What follows belongs to an exercise in optimizing a design on an open flow for small area and a short achievable clock period; a production flow would make more cautious choices.
In this exercise RTL edits were held to simulation tests only and were not proved equivalent to the original.
No activity file was given, so power comes from the tool's default toggle rates.

==> design/flow/design.v <==
module KalmanFilter(
    input clk,
    input reset,
    input valid_in,
    input [7:0] z_k,
    output reg [7:0] x_k
);
    reg [1:0] state;   
    reg [1:0] pidx;    
    wire [7:0] x_next;
    kf_next u_next(.p(pidx), .x(x_k), .z(z_k), .y(x_next));
    always @(posedge clk) begin
        if (reset) begin
            x_k   <= 8'd70;
            pidx  <= 2'd0;
            state <= 2'd0;
        end else begin
            if (state != 2'd0 || valid_in)
                state <= state + 2'd1;
            if (state == 2'd3) begin
                x_k <= x_next;
                if (pidx != 2'd3)
                    pidx <= pidx + 2'd1;
            end
        end
    end
endmodule
module kf_next(input [1:0] p, input [7:0] x, input [7:0] z, output [7:0] y);
    wire new_n27, new_n28, new_n29, new_n30, new_n31, new_n32, new_n33, new_n34, new_n35, new_n36;
    wire new_n37, new_n38, new_n39, new_n40, new_n41, new_n42, new_n43, new_n44, new_n45, new_n46;
    wire new_n47, new_n48, new_n49, new_n50, new_n51, new_n52, new_n53, new_n54, new_n55, new_n56;
    wire new_n57, new_n58, new_n59, new_n60, new_n61, new_n62, new_n63, new_n64, new_n65, new_n66;
    wire new_n67, new_n68, new_n69, new_n70, new_n71, new_n72, new_n73, new_n74, new_n75, new_n76;
    wire new_n77, new_n78, new_n79, new_n80, new_n81, new_n82, new_n83, new_n84, new_n85, new_n86;
    wire new_n87, new_n88, new_n89, new_n90, new_n91, new_n92, new_n93, new_n94, new_n95, new_n96;
    wire new_n97, new_n98, new_n99, new_n100, new_n101, new_n102, new_n103, new_n104, new_n105, new_n106;
    wire new_n107, new_n108, new_n109, new_n110, new_n111, new_n112, new_n113, new_n114, new_n115, new_n116;
    wire new_n117, new_n118, new_n119, new_n120, new_n121, new_n122, new_n123, new_n124, new_n125, new_n126;
    wire new_n127, new_n128, new_n129, new_n130, new_n131, new_n132, new_n133, new_n134, new_n135, new_n136;
    wire new_n137, new_n138, new_n139, new_n140, new_n141, new_n142, new_n143, new_n144, new_n145, new_n146;
    wire new_n147, new_n148, new_n150, new_n151, new_n152, new_n153, new_n154, new_n155, new_n156, new_n157;
    wire new_n158, new_n159, new_n160, new_n161, new_n162, new_n163, new_n164, new_n165, new_n166, new_n167;
    wire new_n168, new_n169, new_n170, new_n171, new_n172, new_n173, new_n174, new_n175, new_n176, new_n177;
    wire new_n178, new_n179, new_n180, new_n181, new_n182, new_n183, new_n184, new_n186, new_n187, new_n188;
    wire new_n189, new_n190, new_n191, new_n192, new_n193, new_n194, new_n195, new_n196, new_n197, new_n198;
    wire new_n199, new_n200, new_n201, new_n202, new_n203, new_n204, new_n205, new_n206, new_n207, new_n208;
    wire new_n209, new_n210, new_n211, new_n212, new_n213, new_n214, new_n215, new_n216, new_n217, new_n218;
    wire new_n219, new_n221, new_n222, new_n223, new_n224, new_n225, new_n226, new_n227, new_n228, new_n229;
    wire new_n230, new_n231, new_n232, new_n233, new_n234, new_n235, new_n236, new_n237, new_n238, new_n239;
    wire new_n240, new_n241, new_n242, new_n243, new_n244, new_n245, new_n246, new_n247, new_n249, new_n250;
    wire new_n251, new_n252, new_n253, new_n254, new_n255, new_n256, new_n257, new_n258, new_n259, new_n260;
    wire new_n261, new_n262, new_n263, new_n264, new_n265, new_n266, new_n267, new_n268, new_n270, new_n271;
    wire new_n272, new_n273, new_n274, new_n275, new_n276, new_n277, new_n278, new_n279, new_n280, new_n281;
    wire new_n282, new_n283, new_n285, new_n286, new_n287, new_n288, new_n289, new_n290, new_n291, new_n292;
    wire new_n293, new_n294, new_n295, new_n296, new_n297, new_n298, new_n299, new_n301, new_n302, new_n303;
    wire new_n304, new_n305, new_n306;
    assign new_n27 = p[0] & ~p[1];
    assign new_n28 = z[5] & new_n27;
    assign new_n29 = ~p[0] & ~p[1];
    assign new_n30 = z[3] & new_n29;
    assign new_n31 = ~new_n28 & ~new_n30;
    assign new_n32 = ~z[1] & new_n31;
    assign new_n33 = z[1] & ~new_n31;
    assign new_n34 = ~new_n32 & ~new_n33;
    assign new_n35 = ~x[2] & x[6];
    assign new_n36 = ~x[3] & x[7];
    assign new_n37 = ~new_n35 & ~new_n36;
    assign new_n38 = x[3] & ~x[7];
    assign new_n39 = ~x[0] & x[4];
    assign new_n40 = ~new_n38 & ~new_n39;
    assign new_n41 = ~new_n37 & new_n40;
    assign new_n42 = x[0] & ~x[4];
    assign new_n43 = ~new_n41 & ~new_n42;
    assign new_n44 = ~x[5] & ~new_n43;
    assign new_n45 = x[2] & ~x[6];
    assign new_n46 = ~x[1] & ~new_n45;
    assign new_n47 = new_n40 & new_n46;
    assign new_n48 = x[5] & ~new_n47;
    assign new_n49 = new_n43 & new_n48;
    assign new_n50 = ~new_n44 & ~new_n49;
    assign new_n51 = new_n27 & ~new_n50;
    assign new_n52 = ~x[3] & ~x[4];
    assign new_n53 = ~x[5] & new_n52;
    assign new_n54 = ~x[0] & x[6];
    assign new_n55 = ~x[1] & ~x[2];
    assign new_n56 = ~new_n54 & new_n55;
    assign new_n57 = new_n53 & new_n56;
    assign new_n58 = x[0] & ~x[6];
    assign new_n59 = ~p[0] & p[1];
    assign new_n60 = x[7] & new_n59;
    assign new_n61 = ~new_n58 & new_n60;
    assign new_n62 = ~new_n57 & new_n61;
    assign new_n63 = p[1] & ~new_n62;
    assign new_n64 = ~p[0] & x[6];
    assign new_n65 = x[0] & ~x[7];
    assign new_n66 = ~new_n64 & new_n65;
    assign new_n67 = new_n63 & ~new_n66;
    assign new_n68 = ~new_n51 & ~new_n67;
    assign new_n69 = x[1] & new_n68;
    assign new_n70 = ~x[1] & ~new_n68;
    assign new_n71 = ~new_n69 & ~new_n70;
    assign new_n72 = ~new_n34 & new_n71;
    assign new_n73 = new_n34 & ~new_n71;
    assign new_n74 = ~new_n72 & ~new_n73;
    assign new_n75 = ~z[3] & ~z[4];
    assign new_n76 = ~z[1] & z[5];
    assign new_n77 = z[4] & new_n76;
    assign new_n78 = z[2] & ~new_n77;
    assign new_n79 = z[3] & z[4];
    assign new_n80 = z[1] & ~new_n79;
    assign new_n81 = ~z[5] & new_n80;
    assign new_n82 = ~new_n78 & ~new_n81;
    assign new_n83 = z[6] & ~z[7];
    assign new_n84 = ~z[0] & new_n83;
    assign new_n85 = ~new_n82 & ~new_n84;
    assign new_n86 = ~z[0] & ~z[5];
    assign new_n87 = ~new_n85 & new_n86;
    assign new_n88 = new_n75 & new_n87;
    assign new_n89 = z[0] & z[6];
    assign new_n90 = ~new_n88 & ~new_n89;
    assign new_n91 = z[2] & ~z[6];
    assign new_n92 = ~z[2] & z[6];
    assign new_n93 = ~new_n76 & ~new_n92;
    assign new_n94 = ~new_n91 & ~new_n93;
    assign new_n95 = ~new_n90 & ~new_n94;
    assign new_n96 = z[3] & z[5];
    assign new_n97 = new_n83 & new_n96;
    assign new_n98 = new_n85 & ~new_n97;
    assign new_n99 = ~new_n80 & new_n84;
    assign new_n100 = z[5] & new_n99;
    assign new_n101 = ~z[6] & z[7];
    assign new_n102 = z[0] & ~new_n83;
    assign new_n103 = ~new_n101 & ~new_n102;
    assign new_n104 = new_n29 & new_n103;
    assign new_n105 = ~new_n100 & new_n104;
    assign new_n106 = ~new_n98 & new_n105;
    assign new_n107 = ~new_n95 & new_n106;
    assign new_n108 = ~z[1] & ~new_n75;
    assign new_n109 = ~z[5] & ~new_n108;
    assign new_n110 = ~z[1] & new_n92;
    assign new_n111 = new_n109 & new_n110;
    assign new_n112 = z[7] & new_n59;
    assign new_n113 = ~new_n111 & new_n112;
    assign new_n114 = ~new_n90 & new_n113;
    assign new_n115 = ~z[4] & ~new_n76;
    assign new_n116 = ~new_n96 & new_n115;
    assign new_n117 = ~z[0] & ~new_n116;
    assign new_n118 = new_n101 & ~new_n117;
    assign new_n119 = ~new_n103 & new_n109;
    assign new_n120 = ~new_n99 & ~new_n119;
    assign new_n121 = ~new_n118 & new_n120;
    assign new_n122 = z[5] & ~new_n115;
    assign new_n123 = z[0] & new_n101;
    assign new_n124 = ~new_n122 & new_n123;
    assign new_n125 = ~z[2] & ~new_n124;
    assign new_n126 = new_n29 & ~new_n125;
    assign new_n127 = ~new_n121 & new_n126;
    assign new_n128 = z[3] & ~z[7];
    assign new_n129 = ~z[3] & z[7];
    assign new_n130 = ~new_n94 & ~new_n129;
    assign new_n131 = ~new_n128 & ~new_n130;
    assign new_n132 = z[0] & z[4];
    assign new_n133 = new_n27 & new_n132;
    assign new_n134 = ~new_n131 & new_n133;
    assign new_n135 = ~new_n127 & ~new_n134;
    assign new_n136 = ~new_n114 & new_n135;
    assign new_n137 = ~z[4] & new_n131;
    assign new_n138 = ~p[1] & ~new_n137;
    assign new_n139 = p[0] & ~z[0];
    assign new_n140 = ~p[0] & new_n89;
    assign new_n141 = p[1] & ~z[7];
    assign new_n142 = ~new_n140 & new_n141;
    assign new_n143 = ~new_n139 & ~new_n142;
    assign new_n144 = ~new_n138 & ~new_n143;
    assign new_n145 = new_n136 & ~new_n144;
    assign new_n146 = ~new_n107 & new_n145;
    assign new_n147 = ~new_n74 & new_n146;
    assign new_n148 = new_n74 & ~new_n146;
    assign y[0] = ~new_n147 & ~new_n148;
    assign new_n150 = x[6] & ~new_n44;
    assign new_n151 = ~x[6] & new_n44;
    assign new_n152 = new_n27 & ~new_n151;
    assign new_n153 = ~new_n150 & new_n152;
    assign new_n154 = ~new_n62 & ~new_n153;
    assign new_n155 = ~x[2] & new_n154;
    assign new_n156 = x[2] & ~new_n154;
    assign new_n157 = ~new_n155 & ~new_n156;
    assign new_n158 = ~new_n69 & ~new_n157;
    assign new_n159 = new_n69 & new_n157;
    assign new_n160 = ~new_n158 & ~new_n159;
    assign new_n161 = z[4] & new_n29;
    assign new_n162 = z[6] & new_n27;
    assign new_n163 = ~new_n161 & ~new_n162;
    assign new_n164 = ~z[2] & new_n163;
    assign new_n165 = z[2] & ~new_n163;
    assign new_n166 = ~new_n164 & ~new_n165;
    assign new_n167 = ~new_n160 & new_n166;
    assign new_n168 = new_n160 & ~new_n166;
    assign new_n169 = ~new_n167 & ~new_n168;
    assign new_n170 = ~new_n32 & ~new_n73;
    assign new_n171 = ~new_n169 & new_n170;
    assign new_n172 = new_n169 & ~new_n170;
    assign new_n173 = ~new_n171 & ~new_n172;
    assign new_n174 = ~z[7] & new_n29;
    assign new_n175 = ~new_n100 & new_n174;
    assign new_n176 = new_n147 & new_n175;
    assign new_n177 = ~new_n87 & ~new_n136;
    assign new_n178 = ~new_n175 & ~new_n177;
    assign new_n179 = ~new_n147 & new_n178;
    assign new_n180 = new_n175 & new_n177;
    assign new_n181 = ~new_n179 & ~new_n180;
    assign new_n182 = ~new_n176 & new_n181;
    assign new_n183 = new_n173 & new_n182;
    assign new_n184 = ~new_n173 & ~new_n182;
    assign y[1] = ~new_n183 & ~new_n184;
    assign new_n186 = ~x[7] & new_n151;
    assign new_n187 = x[7] & ~new_n151;
    assign new_n188 = ~new_n186 & ~new_n187;
    assign new_n189 = p[0] & ~new_n188;
    assign new_n190 = ~new_n63 & ~new_n189;
    assign new_n191 = x[3] & new_n190;
    assign new_n192 = ~x[3] & ~new_n190;
    assign new_n193 = ~new_n191 & ~new_n192;
    assign new_n194 = ~new_n156 & ~new_n159;
    assign new_n195 = new_n193 & ~new_n194;
    assign new_n196 = ~new_n193 & new_n194;
    assign new_n197 = ~new_n195 & ~new_n196;
    assign new_n198 = z[7] & new_n27;
    assign new_n199 = z[5] & new_n29;
    assign new_n200 = ~new_n198 & ~new_n199;
    assign new_n201 = ~z[3] & new_n200;
    assign new_n202 = z[3] & ~new_n200;
    assign new_n203 = ~new_n201 & ~new_n202;
    assign new_n204 = ~new_n197 & new_n203;
    assign new_n205 = new_n197 & ~new_n203;
    assign new_n206 = ~new_n204 & ~new_n205;
    assign new_n207 = ~new_n167 & new_n180;
    assign new_n208 = ~new_n164 & ~new_n167;
    assign new_n209 = ~new_n180 & ~new_n208;
    assign new_n210 = ~new_n207 & ~new_n209;
    assign new_n211 = ~new_n206 & new_n210;
    assign new_n212 = new_n206 & ~new_n210;
    assign new_n213 = ~new_n211 & ~new_n212;
    assign new_n214 = ~new_n176 & ~new_n183;
    assign new_n215 = new_n213 & ~new_n214;
    assign new_n216 = ~new_n213 & new_n214;
    assign new_n217 = ~new_n215 & ~new_n216;
    assign new_n218 = ~new_n171 & new_n217;
    assign new_n219 = new_n171 & ~new_n217;
    assign y[2] = new_n218 | new_n219;
    assign new_n221 = ~new_n191 & ~new_n195;
    assign new_n222 = ~new_n29 & ~new_n63;
    assign new_n223 = ~new_n186 & new_n222;
    assign new_n224 = ~x[4] & new_n223;
    assign new_n225 = x[4] & ~new_n223;
    assign new_n226 = ~new_n224 & ~new_n225;
    assign new_n227 = ~new_n221 & ~new_n226;
    assign new_n228 = new_n221 & new_n226;
    assign new_n229 = ~new_n227 & ~new_n228;
    assign new_n230 = z[6] & new_n29;
    assign new_n231 = ~z[4] & ~new_n230;
    assign new_n232 = z[4] & new_n230;
    assign new_n233 = ~new_n231 & ~new_n232;
    assign new_n234 = new_n229 & ~new_n233;
    assign new_n235 = ~new_n229 & new_n233;
    assign new_n236 = ~new_n234 & ~new_n235;
    assign new_n237 = ~new_n201 & ~new_n204;
    assign new_n238 = ~new_n236 & new_n237;
    assign new_n239 = new_n236 & ~new_n237;
    assign new_n240 = ~new_n238 & ~new_n239;
    assign new_n241 = ~new_n207 & ~new_n211;
    assign new_n242 = ~new_n216 & ~new_n218;
    assign new_n243 = ~new_n241 & new_n242;
    assign new_n244 = new_n241 & ~new_n242;
    assign new_n245 = ~new_n243 & ~new_n244;
    assign new_n246 = new_n240 & new_n245;
    assign new_n247 = ~new_n240 & ~new_n245;
    assign y[3] = ~new_n246 & ~new_n247;
    assign new_n249 = new_n238 & new_n243;
    assign new_n250 = ~new_n238 & ~new_n243;
    assign new_n251 = ~new_n249 & ~new_n250;
    assign new_n252 = ~new_n246 & ~new_n251;
    assign new_n253 = x[5] & z[5];
    assign new_n254 = ~x[5] & ~z[5];
    assign new_n255 = ~new_n253 & ~new_n254;
    assign new_n256 = ~new_n174 & ~new_n224;
    assign new_n257 = ~new_n227 & ~new_n256;
    assign new_n258 = new_n227 & new_n256;
    assign new_n259 = ~new_n257 & ~new_n258;
    assign new_n260 = new_n255 & new_n259;
    assign new_n261 = ~new_n255 & ~new_n259;
    assign new_n262 = ~new_n260 & ~new_n261;
    assign new_n263 = ~new_n231 & ~new_n235;
    assign new_n264 = new_n262 & ~new_n263;
    assign new_n265 = ~new_n262 & new_n263;
    assign new_n266 = ~new_n264 & ~new_n265;
    assign new_n267 = ~new_n252 & ~new_n266;
    assign new_n268 = new_n252 & new_n266;
    assign y[4] = new_n267 | new_n268;
    assign new_n270 = x[6] & z[6];
    assign new_n271 = ~x[6] & ~z[6];
    assign new_n272 = ~new_n270 & ~new_n271;
    assign new_n273 = new_n254 & new_n257;
    assign new_n274 = ~new_n254 & ~new_n257;
    assign new_n275 = ~new_n273 & ~new_n274;
    assign new_n276 = ~new_n260 & ~new_n275;
    assign new_n277 = ~new_n249 & ~new_n276;
    assign new_n278 = ~new_n264 & ~new_n268;
    assign new_n279 = new_n277 & ~new_n278;
    assign new_n280 = ~new_n277 & new_n278;
    assign new_n281 = ~new_n279 & ~new_n280;
    assign new_n282 = ~new_n272 & new_n281;
    assign new_n283 = new_n272 & ~new_n281;
    assign y[5] = new_n282 | new_n283;
    assign new_n285 = new_n272 & new_n276;
    assign new_n286 = ~new_n270 & ~new_n285;
    assign new_n287 = ~new_n273 & ~new_n286;
    assign new_n288 = new_n271 & new_n273;
    assign new_n289 = ~new_n287 & ~new_n288;
    assign new_n290 = x[7] & z[7];
    assign new_n291 = ~x[7] & ~z[7];
    assign new_n292 = ~new_n290 & ~new_n291;
    assign new_n293 = new_n289 & ~new_n292;
    assign new_n294 = ~new_n289 & new_n292;
    assign new_n295 = ~new_n293 & ~new_n294;
    assign new_n296 = ~new_n279 & ~new_n285;
    assign new_n297 = ~new_n282 & new_n296;
    assign new_n298 = new_n295 & ~new_n297;
    assign new_n299 = ~new_n295 & new_n297;
    assign y[6] = new_n298 | new_n299;
    assign new_n301 = ~new_n287 & new_n290;
    assign new_n302 = ~new_n288 & ~new_n290;
    assign new_n303 = ~new_n293 & new_n302;
    assign new_n304 = ~new_n301 & ~new_n303;
    assign new_n305 = new_n298 & ~new_n304;
    assign new_n306 = ~new_n298 & new_n304;
    assign y[7] = ~new_n305 & ~new_n306;
endmodule
==> design/flow/flow/run.sh <==
#!/bin/bash
# Layout flow: the standard flow (standard.sh) with three changes:
#  - synthesis maps the logic with flow/light.abc (strash; dch -f; amap), an
#    area mapping that keeps the structure of the pre-optimised RTL, instead
#    of ORFS's ABC script;
#  - full/half-adder extraction is skipped (ADDER_MAP_FILE left empty);
#  - ports are buffered with buf_2 cells.
# Registers, their names and cell types are those of the standard synthesis.
set -euo pipefail
here=$(pwd)
cat > my_synth.tcl <<EOT
proc abc {args} {
  set i [lsearch -exact \$args -script]
  if {\$i >= 0} { lset args [expr {\$i + 1}] $here/flow/light.abc }
  yosys abc {*}\$args
}
source $here/synth_recipe.tcl
EOT
sed -e "s#SYNTH_SCRIPT=[^ ]*#SYNTH_SCRIPT=$here/my_synth.tcl ADDER_MAP_FILE=#" standard.sh > my_standard.sh
grep -q "my_synth.tcl ADDER_MAP_FILE=" my_standard.sh
export SETUP_SLACK_MARGIN=29
export BUFFER_PORTS_ARGS="-buffer_cell sky130_fd_sc_hd__buf_2"
bash my_standard.sh > flow.log 2>&1
==> design/flow/flow/light.abc <==
strash
dch -f
amap
topo
stime -p
==> design/flow/standard.sh <==
#!/bin/bash
# synth_recipe.tcl (not shown) runs the flow's synth.tcl, then flattens the netlist and writes it again
# the make line also repeats each setting of config.mk as NAME=value (left out here)
make -C /OpenROAD-flow-scripts/flow DESIGN_CONFIG=/design/flow/config.mk WORK_HOME=/design/flow/orfs CLKGATE_MAP_FILE= SYNTH_SCRIPT=/design/flow/synth_recipe.tcl "${@:-finish}"
==> design/flow/config.mk <==
export PLATFORM = sky130hd
export DESIGN_NAME = KalmanFilter
export DESIGN_NICKNAME = KalmanFilter
export VERILOG_FILES = /design/flow/design.v
export SDC_FILE = /design/flow/constraint.sdc
export NUM_CORES = 4
export LEC_CHECK = 0
export CAP_MARGIN = 20
export CORE_MARGIN = 2
export CORE_UTILIZATION = 40
export CTS_BUF_LIST = sky130_fd_sc_hd__clkbuf_4
export SLEW_MARGIN = 20
==> design/flow/constraint.sdc <==
create_clock -name core_clock -period 40.0 [get_ports {clk}]
set_input_delay 8.0000 -clock core_clock [delete_from_list [all_inputs] [get_ports {clk}]]
set_output_delay 8.0000 -clock core_clock [all_outputs]
set_load 0.01 [all_outputs]
==> reports/summary.txt, run 1 <==
Clock Path Buffers: 2
reg2reg setup slack: 34.70 ns
Die Width: 60.9 um
total power draw: 83.1 uW
# nets final: 304
Fmax: 84.8 MHz
Final Hold Fails: 0
Clock Power Share: 0.095
Max-Cap Viols: 0
CTS tree: built
WL final: 4930 um
Final TNS setup: 0 ns
Total GRT Usage: 0.278
critical path's largest stage delay: 0.31 ns
final core occ: 0.680
grt met3 use: 0.0235
post-synthesis sequential area ratio: 0.186
area of the core: 3050 um2
crit path buf inv count: 13
synth top area cells: dfxtp_1, nor2_1, o21ai_0
Slew Limit Fails: 0
start of the worst register-to-register path: x_k[6]
global route overflow: 0
total CTS buffers: 3
Detail Route Antenna Nets: 0
worst setup path end: x_k[2]
Vias: 1860
met2 Use GR: 0.487
P_sw: 33.0 uW
post-DR wirelength/cell: 14.7 um
leading area contributor after synthesis: dfxtp_1
die height: 60.9 um
pwr/cell area: 40.0 nW/um2
status: no timing/DRC/antenna violations
post-synthesis cell type count: 26
Fill cells: 278
Initial Util: 0.424
n_diodes: 0
CP arrival: 11.95 ns
Final Cycle Share: 0.295
synthesis warning total: 1
top cells by instance count after synthesis: nor2_1, nand2_1, o21ai_0
Cells after Synth: 225
clock root buffer master: clkbuf_4
Top Ports: 19
EDFF count, synth: 0
Layout area overhead: 60.4%
Setup CP Type: in -> reg
synthesized flop and latch total: 12
Crit path depth: 32
startpoint types: input pin
internal power: 50.1 uW
syn nets: 236
fin crit period: 11.79 ns
drt pass-1 iters: 4
sw frac: 0.397
Worst-Skew Late Latency: 0.28 ns
data required time of the critical path: 40.16 ns
Slew HR: 0.582
# clock sinks: 12
dominant synthesized flop cell: dfxtp_1
async set-reset flop share out of synthesis: 0
Vias/cell: 5.54
initial antenna violation count: 0
Final Non-Filler Cells: 336
Reg power frac: 0.160
Leakage: 0.000859 uW
Hold WC Path Type: reg -> reg
share of layout cells above drive strength 1: 0.353
post-route DRC violation count: 0
H-tree depth: 1
Inst Count DP: 287
CP endpoint kind: flip-flop
met1 usage: 0.362
most common cell in the netlist: nor2_1
Comb pwr share: 0.745
Critical Path Most Common Cell: buf_4
Slowest-stage cell, CP: a2111oi_4
die area: 3710 um2
worst setup path startpoint: z_k[5]
unrepaired setup endpoints after global routing: yes
cell family with most CP delay: compound AO/OA/AOI/OAI gates
clk slew on worst S/H paths: 0.08 ns
reg-to-reg endpoint: x_k[2]
CP max FO: 4
hold buffers post-CTS: 0
grt peak-use layer: met2
first-pass GRT wire length: 7690 um
PortBufs: 18
final weighted congestion in routability-driven placement: 0.848
Post-DP HPWL: 3100 um
synthesized area per cell: 5.75 um2
Clock Skew: 0.00653 ns
1st-iter DRT viols: 111
row cnt: 20
mapped cell area: 1290 um2
Final Setup Violations: 0
reg2reg path depth: 28
worst slew pin tran: 0.611 ns
vias in the first global route: 1691
Synth top area share: 0.186
largest net degree at the start of global routing: 10
Worst VDD drop: 24.2 uV
cells in the final DEF (no fill, tap or decap), drive strengths merged, types with 2 or more instances in the layout:
| master | Yosys | final |
|---|---|---|
| o21a | 12 | 12 |
| nand3 | 2 | 2 |
| o22ai | 14 | 14 |
| a21o | 2 | 2 |
| clkbuf | 0 | 3 |
| a2111oi | 2 | 2 |
| buf | 0 | 63 |
| nor2 | 41 | 41 |
| nor4 | 3 | 3 |
| o21ai | 28 | 28 |
| dfxtp | 12 | 12 |
| a211oi | 4 | 4 |
| clkinv | 25 | 25 |
| a21oi | 26 | 26 |
| a22oi | 3 | 3 |
| a311oi | 2 | 2 |
| nor3 | 5 | 5 |
| nand2 | 34 | 34 |
sequential cells by signal, indices dropped and copies added (netlist names):
name,flops
pidx,2
state,2
x_k,8
power by group through the flow:
stage	clock (uW)	sequential (uW)	combinational [uW]
floorplan	0	13.5	19.6
global placement	0	13.6	25.5
detailed placement	0	13.5	25.5
CTS	8.03	13.3	51.7
global route	8.78	13.4	66.4
finish	7.93	13.3	61.9
worst min-delay path by stage:
stage          startpoint  endpoint  slack [ns]  cells past startpoint
3_5_place_dp     state[0]  state[0]        0.47                      1
6_report         state[0]  state[0]        0.48                      1
3_3_place_gp     state[0]  state[0]        0.47                      1
4_1_cts          state[0]  state[0]        0.48                      1
2_1_floorplan    state[0]  state[0]        0.44                      1
5_1_grt          state[0]  state[0]        0.50                      1
layer usage:
| metal | part of all wire | wire length, um |
|---|---|---|
| met5 | 0 | 0 |
| met4 | 0.022 | 110 |
| met3 | 0.033 | 164 |
| met2 | 0.50 | 2470 |
| met1 | 0.44 | 2190 |
cell families after synthesis:
family                 Yosys count  share of synthesized area
buffers and inverters           25                     0.0725
AOI/OAI and AO/OA               99                      0.463
DFF                             12                      0.186
and+or+nand+nor                 89                      0.279
final cells by class:
type | count | area (um2) | share of cell area
multi-input cells | 188 | 1120 | 0.541
repair buffers | 63 | 489 | 0.236
flip-flops and latches | 12 | 240 | 0.116
inverters | 25 | 141 | 0.0681
well taps | 44 | 55.1 | 0.0265
clock buffers | 3 | 22.5 | 0.0108
clock inverters | 1 | 3.75 | 0.00181
metrics by stage:
step                      hold WS, ns  instance area (um2)  setup WS, ns
after floorplan                 0.443                 1360         28.39
after global placement          0.467                 1510         27.63
after detailed placement        0.470                 1510         27.54
after CTS                       0.482                 1970         28.43
after global routing            0.501                 2080         27.91
final                           0.481                 2080         28.21
what timing repair did:
item                       in CTS  in global routing
setup endpoints to repair       5                  6
pin swaps                      20                  3
setup buffers                  39                  6
resized for setup              40                 16
==> run 2, diff against run 1 <==
--- a/design/flow/flow/run.sh
+++ b/design/flow/flow/run.sh
@@ -18,6 +18,6 @@
 EOT
 sed -e "s#SYNTH_SCRIPT=[^ ]*#SYNTH_SCRIPT=$here/my_synth.tcl ADDER_MAP_FILE=#" standard.sh > my_standard.sh
 grep -q "my_synth.tcl ADDER_MAP_FILE=" my_standard.sh
-export SETUP_SLACK_MARGIN=29
+export SETUP_SLACK_MARGIN=28
 export BUFFER_PORTS_ARGS="-buffer_cell sky130_fd_sc_hd__buf_2"
 bash my_standard.sh > flow.log 2>&1
==> run 2 against run 1 <==
  * Final area fell by 14%
  * Critical path type unchanged
  * Still clean on timing, DRC and antenna
  * Combinational power fell by 37%
  * Worst hold slack got worse by 0.0050 ns
  * Count of clock-buffer cells in the layout did not move
  * Non-clock buffer count fell by 29
==> reports/summary.txt, run 2 <==
# nets final: 275 (-9.5%)
PortBufs: 18 (unchanged)
Setup CP Type: in -> reg
most frequent cells in the layout: nor2_1, nand2_1, a21oi_1
Die Width: 60.9 um (unchanged)
Synth top area share: 0.186 (unchanged)
dominant synthesized flop cell: dfxtp_1
largest net degree at the start of global routing: 10 (unchanged)
post-route cell area: 1780 um2 (-14%)
CP max FO: 7 (+3)
CTS tree: built
Initial Util: 0.424 (unchanged)
Top Ports: 19 (unchanged)
mapped cell area: 1290 um2 (unchanged)
Slew Limit Fails: 0 (unchanged)
number of flip-flops in the largest register: 8 (unchanged)
die area: 3710 um2 (unchanged)
Post-DP HPWL: 2950 um (-5.0%)
Final Hold Fails: 0 (unchanged)
pwr/cell area: 33.5 nW/um2 (-16%)
EDFF count, synth: 0 (unchanged)
post-route DRC violation count: 0 (unchanged)
worst setup path end: x_k[7]
first-pass GRT wire length: 6600 um (-14%)
startpoint types: input pin
async set-reset flop share out of synthesis: 0 (unchanged)
Vias: 1769 (-4.9%)
leading area contributor after synthesis: dfxtp_1
post-synthesis sequential area ratio: 0.186 (unchanged)
Clock Skew: 0.00787 ns (+0.00134 ns)
reg-to-reg endpoint: x_k[7]
area of the core: 3050 um2 (unchanged)
Final TNS setup: 0 ns (unchanged)
synth top area cells: dfxtp_1, nor2_1, o21ai_0
initial antenna violation count: 0 (unchanged)
Reg with most FFs: x_k
Layout area overhead: 37.3%
synthesized area per cell: 5.75 um2 (unchanged)
biggest regs: x_k (8), pidx (2), state (2)
CP endpoint kind: flip-flop
Worst VDD drop: 18.6 uV (-23%)
Vias/cell: 5.78 (+4.4%)
final weighted congestion in routability-driven placement: 0.832 (-1.9%)
Leakage: 0.000689 uW (-20%)
syn nets: 236 (unchanged)
Slowest-stage cell, CP: nor4_1
worst slew pin tran: 0.596 ns (-0.0153 ns)
Critical Path Most Common Cell: nand2_2
die height: 60.9 um (unchanged)
most common cell in the netlist: nor2_1
reg2reg path depth: 30 (+7.1%)
Worst-Skew Late Latency: 0.27 ns (about the same)
unrepaired setup endpoints after global routing: no
top cells by instance count after synthesis: nor2_1, nand2_1, o21ai_0
# clock sinks: 12 (unchanged)
synthesized flop and latch total: 12 (unchanged)
post-DR wirelength/cell: 14.1 um (-4.0%)
n_diodes: 0 (unchanged)
hold_sp: state[0]
commonest non-fill, non-tap cell in the layout: nor2_1
post-synthesis cell type count: 26 (unchanged)
clk slew on worst S/H paths: 0.07 ns (about the same)
drt pass-1 iters: 5 (+1)
H-tree depth: 1 (unchanged)
reg2reg setup slack: 34.94 ns (+0.24 ns)
critical path's largest stage delay: 0.43 ns (+0.12 ns)
Hold WC Path Type: reg -> reg
Slew HR: 0.598 (+0.0165)
status: no timing/DRC/antenna violations
total CTS buffers: 3 (unchanged)
Detail Route Antenna Nets: 0 (unchanged)
vias in the first global route: 1485 (-12%)
Fmax: 83.7 MHz (-1.3%)
Total GRT Usage: 0.233 (-0.0454)
fin crit period: 11.94 ns (+0.154 ns)
CP arrival: 12.07 ns (+0.12 ns)
share of layout cells above drive strength 1: 0.279 (-0.0741)
global route overflow: 0 (unchanged)
start of the worst register-to-register path: x_k[6]
Final Cycle Share: 0.299 (+0.00384)
worst setup path startpoint: z_k[6]
row cnt: 20 (unchanged)
1st-iter DRT viols: 150 (+35%)
data required time of the critical path: 40.13 ns (-0.03 ns)
hold buffers post-CTS: 0 (unchanged)
clock root buffer master: clkbuf_4
Final Setup Violations: 0 (unchanged)
Max-Cap Viols: 0 (unchanged)
Cells after Synth: 225 (unchanged)
placed instance area: 1440 um2 (-4.4%)
WL final: 4310 um (-13%)
synthesis warning total: 1 (unchanged)
Clock Path Buffers: 2 (unchanged)
run 2: logic make-up (layout without fill, tap and decap cells):
logic type,count (synthesis),after routing,synth area share
AOI/OAI and AO/OA,99,99,0.463
buffers and inverters,25,62,0.0725
and+or+nand+nor,89,89,0.279
DFF,12,12,0.186
run 2: how the worst min path moves through the flow:
stage | endpoint | slack (ns) | cells after the start
2_1_floorplan | state[0] | 0.44 | 1
3_3_place_gp | state[0] | 0.47 | 1
3_5_place_dp | state[0] | 0.47 | 1
4_1_cts | state[0] | 0.48 | 1
5_1_grt | state[0] | 0.50 | 1
6_report | state[0] | 0.48 | 1
run 2: cell type report:
class	instances	area, um2
repair buffers	34	235
inverters	25	108
flip-flops and latches	12	240
multi-input cells	188	1120
fillers	303	1280
well taps	44	55.1
clock buffers	3	22.5
run 2: where the power goes:
group          switching, uW  internal [uW]  total (uW)
sequential             0.745           12.5        13.3
combinational           22.3           16.8        39.1
clock                   3.70           3.48        7.18
run 2: through the flow:
| step | cells | setup WS [ns] | utilization | hold WS (ns) | total power (uW) |
|---|---|---|---|---|---|
| finish | 306 | 28.06 | 0.582 | 0.476 | 59.5 |
| global route | 306 | 27.71 | 0.582 | 0.496 | 64.3 |
| CTS | 291 | 28.02 | 0.489 | 0.477 | 45.5 |
| detailed placement | 287 | 27.30 | 0.471 | 0.469 | 37.0 |
| global placement | 287 | 27.33 | 0.471 | 0.468 | 37.0 |
| floorplan | 225 | 28.18 | - | 0.443 | 31.5 |
run 2: timing repair:
item                       CTS  global route
setup endpoints to repair    3             4
buffers inserted             1            15
pin swaps                    5            17
resized for setup           13            57
run 2: critical path, delay by kind of cell:
| kind | cells | cell delay, ns |
|---|---|---|
| buffers and inverters | 3 | 0.57 |
| and+or+nand+nor | 13 | 1.53 |
| AOI/OAI and AO/OA | 15 | 1.94 |
run 2: layer usage:
layer,vias up,share of wire,global-route usage
met3,10,0.068,0.0341
met2,86,0.49,0.382
met5,-,0,0
met4,0,0.013,0.0373
met1,772,0.43,0.329
li1,901,-,-
==> run 3, diff against run 2 <==
--- a/design/flow/flow/run.sh
+++ b/design/flow/flow/run.sh
@@ -18,6 +18,5 @@
 EOT
 sed -e "s#SYNTH_SCRIPT=[^ ]*#SYNTH_SCRIPT=$here/my_synth.tcl ADDER_MAP_FILE=#" standard.sh > my_standard.sh
 grep -q "my_synth.tcl ADDER_MAP_FILE=" my_standard.sh
-export SETUP_SLACK_MARGIN=28
 export BUFFER_PORTS_ARGS="-buffer_cell sky130_fd_sc_hd__buf_2"
 bash my_standard.sh > flow.log 2>&1
==> run 3 against run 2 <==
  * Area after synthesis stayed put
  * Core utilization decreased by 10 points
  * Routed wire length is 16% lower
  * Die area unchanged
  * Global-route usage shrank 1.0 points
  * Fmax decreased by 4.8%
  * Critical path type unchanged
  * Largest power group unchanged
  * Highest routed layer unchanged
==> reports/summary.txt, run 3 <==
row cnt: 20 (unchanged)
Worst-Skew Late Latency: 0.27 ns (about the same)
Fin Hold WS: 0.476 ns (-0.0000230 ns)
mapped cell area: 1290 um2 (unchanged)
Synth Area in Adders: 0 (unchanged)
total CTS buffers: 3 (unchanged)
Hold Path Cell Cnt: 1 (unchanged)
Crit path depth: 34 (+9.7%)
Setup CP Type: in -> reg
mux share of post-synthesis cell area: 0 (unchanged)
Worst VDD drop: 17.9 uV (-3.9%)
Max-Cap Viols: 0 (unchanged)
async set-reset flop share out of synthesis: 0 (unchanged)
Post-Synth XOR/XNOR Area: 0 (unchanged)
Clock Path Buffers: 2 (unchanged)
Fmax: 79.7 MHz (-4.8%)
final weighted congestion in routability-driven placement: 0.832 (unchanged)
reg2reg path depth: 29 (-3.3%)
Vias/cell: 5.59 (-3.3%)
worst setup path startpoint: z_k[5]
Total GRT Usage: 0.222 (-0.0105)
top cells by instance count after synthesis: nor2_1, nand2_1, o21ai_0
Top Ports: 19 (unchanged)
Leakage: 0.000561 uW (-19%)
synthesized flop and latch total: 12 (unchanged)
synthesized area per cell: 5.75 um2 (unchanged)
commonest non-fill, non-tap cell in the layout: nor2_1
global route overflow: 0 (unchanged)
worst setup path end: x_k[6]
n_diodes: 0 (unchanged)
post-synthesis sequential area ratio: 0.186 (unchanged)
most frequent cells in the layout: nor2_1, nand2_1, o21ai_0
Synth Area in Simple Gates: 0.279 (unchanged)
vias in the first global route: 1447 (-2.6%)
biggest regs: x_k (8), pidx (2), state (2)
initial antenna violation count: 0 (unchanged)
Cells after Synth: 225 (unchanged)
CP arrival: 12.76 ns (+0.69 ns)
Synth top area share: 0.186 (unchanged)
die height: 60.9 um (unchanged)
Layout area overhead: 13.0%
fin crit period: 12.55 ns (+0.606 ns)
WL final: 3620 um (-16%)
leading area contributor after synthesis: dfxtp_1
Die Width: 60.9 um (unchanged)
area of the core: 3050 um2 (unchanged)
CP endpoint kind: flip-flop
Initial Util: 0.424 (unchanged)
Vias: 1621 (-8.4%)
Detail Route Antenna Nets: 0 (unchanged)
post-DR wirelength/cell: 12.5 um (-11%)
hold buffers post-CTS: 0 (unchanged)
Post-DP HPWL: 2950 um (unchanged)
EDFF count, synth: 0 (unchanged)
data required time of the critical path: 40.21 ns (+0.08 ns)
unrepaired setup endpoints after global routing: no
crit path buf inv count: 2 (-1)
Slowest-stage cell, CP: nor3_1
die area: 3710 um2 (unchanged)
Final Hold Fails: 0 (unchanged)
Final Setup Violations: 0 (unchanged)
PortBufs: 18 (unchanged)
Final Cycle Share: 0.314 (+0.0151)
first-pass GRT wire length: 6330 um (-4.0%)
Slew HR: 0.634 (+0.0355)
share of layout cells above drive strength 1: 0.0854 (-0.193)
clock root buffer master: clkbuf_4
CP max FO: 6 (-1)
syn nets: 236 (unchanged)
drt pass-1 iters: 4 (-1)
post-CTS sizing: 0 (-13)
Critical Path Most Common Cell: nand2_1
synth top area cells: dfxtp_1, nor2_1, o21ai_0
start of the worst register-to-register path: x_k[6]
postcts setup bufs: 0 (-1)
pwr/cell area: 30.3 nW/um2 (-9.5%)
critical path's largest stage delay: 0.37 ns (-0.06 ns)
Reg with most FFs: x_k
post-synthesis cell type count: 26 (unchanged)
synthesis warning total: 1 (unchanged)
largest net degree at the start of global routing: 10 (unchanged)
Clock Skew: 0.00920 ns (+0.00132 ns)
reg-to-reg endpoint: x_k[6]
largest family of logic cells by synthesized area: compound AO/OA/AOI/OAI gates
number of flip-flops in the largest register: 8 (unchanged)
reg2reg setup slack: 34.81 ns (-0.13 ns)
clk slew on worst S/H paths: 0.07 ns (about the same)
cell family with most CP delay: compound AO/OA/AOI/OAI gates
# nets final: 259 (-5.8%)
H-tree depth: 1 (unchanged)
Hold WC Path Type: reg -> reg
Compound-Gate Fraction of Synth Area: 0.463 (unchanged)
dominant synthesized flop cell: dfxtp_1
1st-iter DRT viols: 124 (-17%)
Final TNS setup: 0 ns (unchanged)
startpoint types: input pin
Slew Limit Fails: 0 (unchanged)
status: no timing/DRC/antenna violations
worst slew pin tran: 0.535 ns (-0.0609 ns)
most common cell in the netlist: nor2_1
# clock sinks: 12 (unchanged)
post-route DRC violation count: 0 (unchanged)
CTS tree: built
## run 3: layer usage
| metal | track usage | share of wire |
|---|---|---|
| met5 | 0 | 0 |
| met4 | 0.0217 | 0.0028 |
| met3 | 0.0341 | 0.075 |
| met2 | 0.364 | 0.45 |
| met1 | 0.320 | 0.47 |
## run 3: through the flow
stage,setup slack [ns],area (um2),cells,util,power [uW]
finish,27.45,1460,290,0.479,44.3
global route,26.61,1460,290,0.479,49.1
CTS,27.56,1460,290,0.479,44.3
detailed placement,27.30,1440,287,0.471,37.0
global placement,27.33,1440,287,0.471,37.0
floorplan,28.18,1290,225,-,31.5
## run 3: worst min-delay path by stage
stage / start / end / slack [ns]
final: state[0] / state[0] / 0.48
after global routing: state[0] / state[0] / 0.50
after CTS: state[0] / state[0] / 0.48
after detailed placement: state[0] / state[0] / 0.47
after global placement: state[0] / state[0] / 0.47
after floorplan: state[0] / state[0] / 0.44
## run 3: layout make-up
class	count	area, um2
fillers	346	1590
clock buffers	3	22.5
inverters	25	93.8
repair buffers	18	90.1
flip-flops and latches	12	240
multi-input cells	188	960
well taps	44	55.1
## run 3: logic make-up after synthesis
family | Yosys count
DFF | 12
AOI/OAI and AO/OA | 99
buffers and inverters | 25
and+or+nand+nor | 89
## run 3: power breakdown
part / switching [uW] / internal (uW) / total (uW)
Clock: 3.77 / 3.48 / 7.25
Sequential: 0.745 / 12.5 / 13.3
Combinational: 15.0 / 8.79 / 23.8

re-timing with driven ports:
The flow's constraints put no driver on any port. The routed layouts listed below were extracted and timed again, unchanged, in two steps. Step 1, drivers: a clkbuf_16 drives clk and a buf_2 each remaining input, both assumed. Step 2 adds t to the input delays and takes it off the output delays; t is the mean of the earliest and latest rising clock arrival at the registers after step 1. Input paths then give back, and output paths get back, about the clock's delay inside the block. Slacks: ideal ports / drivers / drivers and shift; pairs: ideal ports / drivers.
| run | t (ns) | slack for setup (ns) | worst setup path at the end | clock arrival spread, ns | cell pins on the clock port's net |
|---|---|---|---|---|---|
| run 1 | 0.294 | 28.213 / 28.182 / 27.888 | input to register | 0.007 / 0.006 | 1 |
| run 2 | 0.284 | 28.059 / 28.053 / 27.769 | input to register | 0.008 / 0.008 | 1 |
| run 3 | 0.285 | 27.454 / 27.448 / 27.163 | input to register | 0.009 / 0.009 | 1 |
After both steps setup and hold are still met in every run listed. For run 1, which loses most, drivers alone change the setup slack by -0.031 ns; drivers and shift together by -0.325 ns.
